Background: an optimization exercise with open tools, aiming at small area. Do not read the settings as production practice.
Where RTL was checked, it was by simulation tests only, not by an equivalence proof against the original.
No activity file was given, so power comes from the tool's default toggle rates.

==> job 8764: inputs <==
## axis_fir_15
module axis_fir_15 #
    (
        parameter integer C_S00_AXIS_TDATA_WIDTH    = 64,
        parameter integer C_M00_AXIS_TDATA_WIDTH    = 64
    )
    (
        input wire  s00_axis_aclk, s00_axis_aresetn,
        input wire  s00_axis_tlast, s00_axis_tvalid,
        input wire [C_S00_AXIS_TDATA_WIDTH-1 : 0] s00_axis_tdata,
        input wire [(C_S00_AXIS_TDATA_WIDTH/8)-1: 0] s00_axis_tstrb,
        output logic  s00_axis_tready,
        input wire  m00_axis_aclk, m00_axis_aresetn,
        input wire  m00_axis_tready,
        output logic  m00_axis_tvalid, m00_axis_tlast,
        output logic [C_M00_AXIS_TDATA_WIDTH-1 : 0] m00_axis_tdata,
        output logic [(C_M00_AXIS_TDATA_WIDTH/8)-1: 0] m00_axis_tstrb
    );
==> flow/config.mk <==
export PLATFORM = sky130hd
export DESIGN_NAME = axis_fir_15
export DESIGN_NICKNAME = axis_fir_15
export VERILOG_FILES = /design/flow/design.v
export SDC_FILE = /design/flow/constraint.sdc
export NUM_CORES = 8
export LEC_CHECK = 0
export CAP_MARGIN = 20
export CORE_MARGIN = 2
export CORE_UTILIZATION = 60
export CTS_BUF_LIST = sky130_fd_sc_hd__clkbuf_8
export CTS_CLUSTER_DIAMETER = 60
export CTS_CLUSTER_SIZE = 16
export SLEW_MARGIN = 20
export SYNTH_HIERARCHICAL = 1
==> flow/constraint.sdc <==
create_clock -name core_clock -period 12.0 [get_ports {s00_axis_aclk}]
set_input_delay 2.4000 -clock core_clock [delete_from_list [all_inputs] [get_ports {s00_axis_aclk}]]
set_output_delay 2.4000 -clock core_clock [all_outputs]
set_load 0.01 [all_outputs]
standard.sh (not shown) runs the stock make flow with config.mk's settings and CLKGATE_MAP_FILE= SYNTH_SCRIPT=/design/flow/synth_recipe.tcl, a recipe that flattens the netlist after the stock synthesis.
==> flow/flow/run.sh <==
#!/bin/bash
set -euo pipefail
export BUFFER_PORTS_ARGS="-buffer_cell sky130_fd_sc_hd__buf_1"
export CTS_ARGS="-sink_clustering_enable -repair_clock_nets -buf_list sky130_fd_sc_hd__clkbuf_8 -sink_clustering_size 16 -sink_clustering_max_diameter 60 -dont_use_dummy_load"
bash standard.sh > standard.log 2>&1
==> job 1245: changes against job 8764 <==
==> flow/flow/run.sh (replaced) <==
#!/bin/bash
set -euo pipefail
export BUFFER_PORTS_ARGS="-buffer_cell sky130_fd_sc_hd__buf_1"
export CTS_ARGS="-sink_clustering_enable -repair_clock_nets -buf_list sky130_fd_sc_hd__clkbuf_8 -sink_clustering_size 20 -sink_clustering_max_diameter 60 -dont_use_dummy_load"
bash standard.sh > standard.log 2>&1
--- a/flow/config.mk
+++ b/flow/config.mk
@@ -9,3 +9,3 @@
 export CORE_MARGIN = 2
-export CORE_UTILIZATION = 60
+export CORE_UTILIZATION = 75
 export CTS_BUF_LIST = sky130_fd_sc_hd__clkbuf_8
==> metrics.md <==
| Metric | Value |
|---|---|
| Initial antenna violation count | 6 |
| Floorplan die height | 445.2 um |
| Run status | complete, no violations |
| Share of the final layout cell area in multi-input gates | 39.83% |
| Slew margin rel. | 25.25% |
| Die footprint | 0.1982 mm^2 |
| Startpoint of the lowest-slack hold path | xs[41][3]$_DFF_P_ |
| Post-detailed-route wirelength per cell | 24.27 um |
| Later-pin clock latency in the skew report | 1040 ps |
The numbers above come from job 8764.

==> metrics.md <==
| Metric | Value |
|---|---|
| Die footprint | 0.1589 mm^2 |
| Run status | complete, no violations |
| Initial antenna violation count | 4 |
| Floorplan die height | 398.7 um |
| Later-pin clock latency in the skew report | 960 ps |
| Startpoint of the lowest-slack hold path | xs[3][6]$_DFF_P_ |
The numbers above come from job 1245.


========
==> inputs of build 16 <==
axis_fir_15, a different RTL version from the one above (not shown whole).
clock: 12.0 ns
lec_check: 0
cap_margin: 20
core_margin: 2
core_utilization: 60
cts_buf_list: sky130_fd_sc_hd__clkbuf_8
cts_cluster_diameter: 60
cts_cluster_size: 16
slew_margin: 20
synth_hierarchical: 1
==> flow/flow/run.sh <==
#!/bin/bash
set -euo pipefail
export BUFFER_PORTS_ARGS="-buffer_cell sky130_fd_sc_hd__buf_1"
export CTS_ARGS="-sink_clustering_enable -repair_clock_nets -buf_list sky130_fd_sc_hd__clkbuf_8 -sink_clustering_size 16 -sink_clustering_max_diameter 60 -dont_use_dummy_load"
bash standard.sh > standard.log 2>&1
==> build 21: changes against build 16 <==
--- a/flow/config.mk
+++ b/flow/config.mk
@@ -6,5 +6,5 @@
 export NUM_CORES = 8
 export LEC_CHECK = 0
-export CAP_MARGIN = 20
+export CAP_MARGIN = 0
 export CORE_MARGIN = 2
 export CORE_UTILIZATION = 60
@@ -12,4 +12,4 @@
 export CTS_CLUSTER_DIAMETER = 60
 export CTS_CLUSTER_SIZE = 16
-export SLEW_MARGIN = 20
+export SLEW_MARGIN = 0
 export SYNTH_HIERARCHICAL = 1
==> summary of the runs <==
Sequential power is about the same in build 21 and build 16. Critical path depth is the same in build 16 and build 21. In core utilization, build 16 and build 21 hardly differ. Sequential share of layout area is about the same in build 16 and build 21. Of build 16 and build 21, build 21 has the higher count of clock-buffer cells in the layout (gap 2). Against build 16, the worst hold slack of build 21 is higher by 12 ps. Register-to-register slack: build 16 is higher than build 21 (70 ps).
==> figures <==
metric	build 16	build 21
VDD IR-drop max	0.109 mV	0.110 mV
Routed wirelength normalized by instance count	24.4 µm	24.5 µm
Worst setup skew after layout	95.8 ps	80.7 ps
Clock buffers created by TritonCTS	231	233
Detailed-placement wirelength estimate	162000 µm	161000 µm
Met2 Wirelength	121000 µm	123000 µm
Status	no timing/DRC/antenna violations	no timing/DRC/antenna violations
Critical path data arrival time	11230 ps	11290 ps
Final standard cell count with taps included and fillers excluded	10900	10900
Tot GR Track Use	27.0%	27.1%
Amount of wire on met3 after detailed routing	13300 µm	13100 µm
Met3 global-route usage	3.64%	3.49%
Final core area utilization	64.3%	64.2%
Crit share post-route	86.1%	86.7%
Total internal power	13.9 mW	13.9 mW
No run of this note included a check of the RTL's function; only the layout flow was run.

========
==> v29: inputs <==
Another version of the RTL of axis_fir_15 (not shown whole).
clock: 12.0 ns
lec_check: 0
cap_margin: 20
core_margin: 2
core_utilization: 75
cts_buf_list: sky130_fd_sc_hd__clkbuf_8
cts_cluster_diameter: 60
cts_cluster_size: 16
slew_margin: 20
synth_hierarchical: 1
==> flow/flow/run.sh <==
#!/bin/bash
set -euo pipefail
export BUFFER_PORTS_ARGS="-buffer_cell sky130_fd_sc_hd__buf_1"
export CTS_ARGS="-sink_clustering_enable -repair_clock_nets -buf_list sky130_fd_sc_hd__clkbuf_16 -sink_clustering_size 32 -sink_clustering_max_diameter 60 -dont_use_dummy_load"
bash standard.sh > standard.log 2>&1
==> v17 (differences from v29) <==
--- a/flow/design.v
+++ b/flow/design.v
@@ -3128,18 +3128,11 @@
     wire c1805;
     assign s1804 = acc[40] ^ 1'b1;
     assign c1805 = acc[40] & 1'b1;
     wire [AW-1:0] ra = {c1803, c1801, c1799, c1797, s1796, c1787, c1785, c1783, c1781, c1779, c1777, c1775, c1773, c1771, c1769, c1767, c1765, c1763, c1761, c1759, c1757, c1755, c1753, c1751, c1749, c1747, c1745, c1743, c1741, c1739, c1737, c1735, c1733, c1731, c1729, c1795, s1794, s1792, s1790, s1726, s1662};
     wire [AW-1:0] rb = {s1804, s1802, s1800, s1798, 1'b1, s1788, s1786, s1784, s1782, s1780, s1778, s1776, s1774, s1772, s1770, s1768, s1766, s1764, s1762, s1760, s1758, s1756, s1754, s1752, s1750, s1748, s1746, s1744, s1742, s1740, s1738, s1736, s1734, s1732, s1730, s1728, 1'b1, 1'b0, 1'b0, 1'b0, 1'b0};
-    wire [11:0] rc;
-    wire [AW-1:0] sum;
-    assign sum[0] = ra[0] ^ rb[0];
-    assign rc[0] = ra[0] & rb[0];
-    for (genvar j = 1; j < 12; j++) begin : g_rip
-        fa_cell u_r (.a(ra[j]), .b(rb[j]), .c(rc[j-1]), .s(sum[j]), .co(rc[j]));
-    end
-    assign sum[AW-1:12] = ra[AW-1:12] + rb[AW-1:12] + {{(AW-12-1){1'b0}}, rc[11]};
+    wire [AW-1:0] sum = ra + rb;
     logic [AW-1:0] acc_d;
     for (genvar j = 0; j < AW; j++) begin : g_acc
         hold1 u_h (.d(sum[j]), .q(acc[j]), .en(load_r), .en_n(hold_r), .y(acc_d[j]));
     end
     always_ff @(posedge s00_axis_aclk) acc <= acc_d;
==> flow/flow/run.sh (replaced) <==
#!/bin/bash
set -euo pipefail
export BUFFER_PORTS_ARGS="-buffer_cell sky130_fd_sc_hd__buf_1"
export CTS_ARGS="-sink_clustering_enable -repair_clock_nets -buf_list sky130_fd_sc_hd__clkbuf_8 -sink_clustering_size 18 -sink_clustering_max_diameter 60 -dont_use_dummy_load"
bash standard.sh > standard.log 2>&1
==> run summary <==
- In this run the most critical hold path is launched from xs[87][25]$_DFF_P_.
* Proportion of power drawn by combinational gates: 15.6%
* Total global routing track utilization: between 30% and 40%
- Worst clock skew: roughly 0.095 ns
* Fraction of layout cells with a size suffix above 1: 3.806%
- Top cells by area, synth: sky130_fd_sc_hd__dfxtp_1 57%, sky130_fd_sc_hd__a22o_1 25%, sky130_fd_sc_hd__fa_1 15%
- The critical path crosses 20 cells after its start point.
- The final layout contains 9341 nets.
- Mean post-synth cell area: roughly 14 sq um
- Of all the cell area in the finished design, the clock network holds between 2 and 2.5%.
- Clock latency on the worst-skew pair, taken at its later pin, is ~0.95 ns.
* Distinct cell type count after synthesis: 53
- Sw power: 0.005193 W
* Number of combinational gates with multiple inputs: 4547
- The run finished with no timing, DRC or antenna violations.
(the above is from v17)
==> run summary <==
- The flow ran to the end and the layout has no timing, DRC or antenna violations.
- Post-detailed-placement cell area: between 0.1 and 0.15 sq mm
- The later pin in the worst-skew pair is clocked with a latency of between 0.8 and 0.9 ns.
- The routed design has roughly 270000 um of wire.
- Summed over all nets, the switching power comes to just under 0.005 W.
- Global routing used 34.43% of the available tracks across all layers.
* Top Ports: approximately 150
* Proportion of power drawn by combinational gates: between 10% and 20%
* Number of cell rows: roughly 140
- Internal reg-to-reg setup slack: 1.22 ns
- Count of buffers not belonging to the clock network in the layout: approximately 190
- Summing all flip-flop and latch instances after layout gives approximately 0.067 sq mm.
- Number of antenna violations at the first check in global routing: 3
- In this run the number of cells on the critical path is 27.
- Number of combinational gates with multiple inputs: around 4500
- Top cells by area, synth: sky130_fd_sc_hd__dfxtp_1 58%, sky130_fd_sc_hd__a22o_1 25%, sky130_fd_sc_hd__fa_1 15%
- Of the post-synthesis cell area, the part taken by muxes is less than 1%.
- Compound-cell area share of the yosys netlist: between 20% and 30%
- Between clock sinks in the finished design, the worst skew comes to 0.08426 ns.
- The worst hold path begins at xs[93][9]$_DFF_P_.
- Most frequent cells in the layout: 3322 x sky130_fd_sc_hd__dfxtp_1, 3314 x sky130_fd_sc_hd__a22o_1, 877 x sky130_fd_sc_hd__fa_1, 157 x sky130_fd_sc_hd__clkbuf_16, 119 x sky130_fd_sc_hd__buf_1
- Register share of total power: approximately three fifths
(the above is from v29)

========
==> onyx <==
Another version of the RTL of axis_fir_15 (not shown whole).
// axis_fir_15
module axis_fir_15 #
    (
        parameter integer C_S00_AXIS_TDATA_WIDTH    = 64,
        parameter integer C_M00_AXIS_TDATA_WIDTH    = 64
    )
    (
        input wire  s00_axis_aclk, s00_axis_aresetn,
        input wire  s00_axis_tlast, s00_axis_tvalid,
        input wire [C_S00_AXIS_TDATA_WIDTH-1 : 0] s00_axis_tdata,
        input wire [(C_S00_AXIS_TDATA_WIDTH/8)-1: 0] s00_axis_tstrb,
        output logic  s00_axis_tready,
        input wire  m00_axis_aclk, m00_axis_aresetn,
        input wire  m00_axis_tready,
        output logic  m00_axis_tvalid, m00_axis_tlast,
        output logic [C_M00_AXIS_TDATA_WIDTH-1 : 0] m00_axis_tdata,
        output logic [(C_M00_AXIS_TDATA_WIDTH/8)-1: 0] m00_axis_tstrb
    );
==> flow/config.mk <==
export PLATFORM = sky130hd
export DESIGN_NAME = axis_fir_15
export DESIGN_NICKNAME = axis_fir_15
export VERILOG_FILES = /design/flow/design.v
export SDC_FILE = /design/flow/constraint.sdc
export NUM_CORES = 8
export LEC_CHECK = 0
export CAP_MARGIN = 20
export CORE_MARGIN = 2
export CORE_UTILIZATION = 75
export CTS_BUF_LIST = sky130_fd_sc_hd__clkbuf_8
export CTS_CLUSTER_DIAMETER = 60
export CTS_CLUSTER_SIZE = 16
export SLEW_MARGIN = 20
export SYNTH_HIERARCHICAL = 1
==> flow/constraint.sdc <==
create_clock -name core_clock -period 12.0 [get_ports {s00_axis_aclk}]
set_input_delay 2.4000 -clock core_clock [delete_from_list [all_inputs] [get_ports {s00_axis_aclk}]]
set_output_delay 2.4000 -clock core_clock [all_outputs]
set_load 0.01 [all_outputs]
==> flow/flow/run.sh <==
#!/bin/bash
set -euo pipefail
export BUFFER_PORTS_ARGS="-buffer_cell sky130_fd_sc_hd__buf_1"
export CTS_ARGS="-sink_clustering_enable -repair_clock_nets -buf_list sky130_fd_sc_hd__clkbuf_8 -sink_clustering_size 19 -sink_clustering_max_diameter 60 -dont_use_dummy_load"
bash standard.sh > standard.log 2>&1
==> sierra: changes against onyx <==
==> flow/flow/run.sh (replaced) <==
#!/bin/bash
set -euo pipefail
export BUFFER_PORTS_ARGS="-buffer_cell sky130_fd_sc_hd__buf_1"
export CTS_ARGS="-sink_clustering_enable -repair_clock_nets -buf_list sky130_fd_sc_hd__clkbuf_8 -sink_clustering_size 18 -sink_clustering_max_diameter 60 -dont_use_dummy_load"
bash standard.sh > standard.log 2>&1
--- a/flow/config.mk
+++ b/flow/config.mk
@@ -5,11 +5,11 @@
 export SDC_FILE = /design/flow/constraint.sdc
 export NUM_CORES = 8
 export LEC_CHECK = 0
 export CAP_MARGIN = 20
 export CORE_MARGIN = 2
-export CORE_UTILIZATION = 75
+export CORE_UTILIZATION = 70
 export CTS_BUF_LIST = sky130_fd_sc_hd__clkbuf_8
 export CTS_CLUSTER_DIAMETER = 60
 export CTS_CLUSTER_SIZE = 16
 export SLEW_MARGIN = 20
 export SYNTH_HIERARCHICAL = 1
==> nickel: changes against onyx <==
--- a/flow/design.v
+++ b/flow/design.v
@@ -2800,18 +2800,18 @@
     wire c1805;
     assign s1804 = acc[40] ^ 1'b1;
     assign c1805 = acc[40] & 1'b1;
     wire [AW-1:0] ra = {c1803, c1801, c1799, c1797, s1796, c1787, c1785, c1783, c1781, c1779, c1777, c1775, c1773, c1771, c1769, c1767, c1765, c1763, c1761, c1759, c1757, c1755, c1753, c1751, c1749, c1747, c1745, c1743, c1741, c1739, c1737, c1735, c1733, c1731, c1729, c1795, s1794, s1792, s1790, s1726, s1662};
     wire [AW-1:0] rb = {s1804, s1802, s1800, s1798, 1'b1, s1788, s1786, s1784, s1782, s1780, s1778, s1776, s1774, s1772, s1770, s1768, s1766, s1764, s1762, s1760, s1758, s1756, s1754, s1752, s1750, s1748, s1746, s1744, s1742, s1740, s1738, s1736, s1734, s1732, s1730, s1728, 1'b1, 1'b0, 1'b0, 1'b0, 1'b0};
-    wire [13:0] rc;
+    wire [11:0] rc;
     wire [AW-1:0] sum;
     assign sum[0] = ra[0] ^ rb[0];
     assign rc[0] = ra[0] & rb[0];
-    for (genvar j = 1; j < 14; j++) begin : g_rip
+    for (genvar j = 1; j < 12; j++) begin : g_rip
         fa_cell u_r (.a(ra[j]), .b(rb[j]), .c(rc[j-1]), .s(sum[j]), .co(rc[j]));
     end
-    assign sum[AW-1:14] = ra[AW-1:14] + rb[AW-1:14] + {{(AW-14-1){1'b0}}, rc[13]};
+    assign sum[AW-1:12] = ra[AW-1:12] + rb[AW-1:12] + {{(AW-12-1){1'b0}}, rc[11]};
     logic [AW-1:0] acc_d;
     for (genvar j = 0; j < AW; j++) begin : g_acc
         hold1 u_h (.d(sum[j]), .q(acc[j]), .en(load_r), .en_n(hold_r), .y(acc_d[j]));
     end
     always_ff @(posedge s00_axis_aclk) acc <= acc_d;
==> flow/flow/run.sh (replaced) <==
#!/bin/bash
set -euo pipefail
export BUFFER_PORTS_ARGS="-buffer_cell sky130_fd_sc_hd__buf_1"
export CTS_ARGS="-sink_clustering_enable -repair_clock_nets -buf_list sky130_fd_sc_hd__clkbuf_8 -sink_clustering_size 18 -sink_clustering_max_diameter 60 -dont_use_dummy_load"
bash standard.sh > standard.log 2>&1
==> run summary <==
                                                           onyx     sierra     nickel
Pin count of the biggest net entering global routing           272        272        276
Starting density of the core                                 75.6%      70.5%      75.6%
Global-route track usage on met2                             40.0%      38.3%      42.9%
Met1 wire length                                          99600 µm  101000 µm   96900 µm
First-pass GRT wire length                               347000 µm  351000 µm  352000 µm
Share of the core filled with cells in the final layout      79.6%      74.5%      79.8%
Die span in x                                               395 µm     409 µm     396 µm
Power of the clock network                                 4.60 mW    4.70 mW    4.69 mW
Met3 routed wirelength                                     8300 µm    7750 µm    7390 µm
Critical path buffer and inverter count                          1          2          1
Per-cell routed wire length                                20.5 µm    20.3 µm    20.7 µm
Clock Pin Slew Worst Setup and Hold Paths                  0.11 ns    0.11 ns    0.10 ns
Final total power                                          17.7 mW    17.8 mW    17.9 mW
Fraction of the cycle the final worst path needs             95.9%      93.8%      88.8%
Synth Area in XOR/XNOR                                      0.175%     0.175%     0.190%
Number of nets at the end of the flow                         9134       9149       9145
Status                            no timing/DRC/antenna violations  no timing/DRC/antenna violations  no timing/DRC/antenna violations
Placed Instance Area                                     0.118 mm²  0.118 mm²  0.118 mm²
Via count                                                    66057      66119      66269
Worst R2R Setup Slack                                      0.49 ns    0.75 ns    1.34 ns

separate check: timing with driven ports:
The results above use ideal ports. As a check the final layouts listed here were re-extracted and re-timed, cells and wires unchanged. Step 1: set_driving_cell puts a clkbuf_16 on s00_axis_aclk and a buf_2 on each other input, an assumption about the parent block. Step 2 times the ports against the registers' clock, not the clock port: input delays grow and output delays shrink by t, the midpoint of the rising clock arrivals with the driver on. Three values: ideal ports, drivers, drivers and shift; two values: the first two.
run	t (ns)	setup WS [ns]	worst setup path after step 2	slew at the worst register clock pin (ns)
job 8764	1.086	3.949 / 3.949 / 3.949	register to register	0.11 / 0.11
job 1245	1.000	4.148 / 4.148 / 4.148	register to register	0.12 / 0.12
build 16	1.081	1.663 / 1.663 / 1.663	register to register	0.11 / 0.11
build 21	1.087	1.595 / 1.595 / 1.595	register to register	0.11 / 0.11
v29	0.875	1.219 / 1.219 / 1.219	register to register	0.12 / 0.12
v17	0.992	4.154 / 4.154 / 4.084	input to register	0.12 / 0.12
onyx	0.983	0.488 / 0.488 / 0.488	register to register	0.12 / 0.12
sierra	1.049	0.748 / 0.748 / 0.748	register to register	0.11 / 0.11
nickel	0.996	1.344 / 1.344 / 1.344	register to register	0.11 / 0.11
After both steps every run listed still meets setup and hold. The setup slack of v17, which loses most, moves by 0.000 ns with the drivers and by -0.070 ns with both steps.
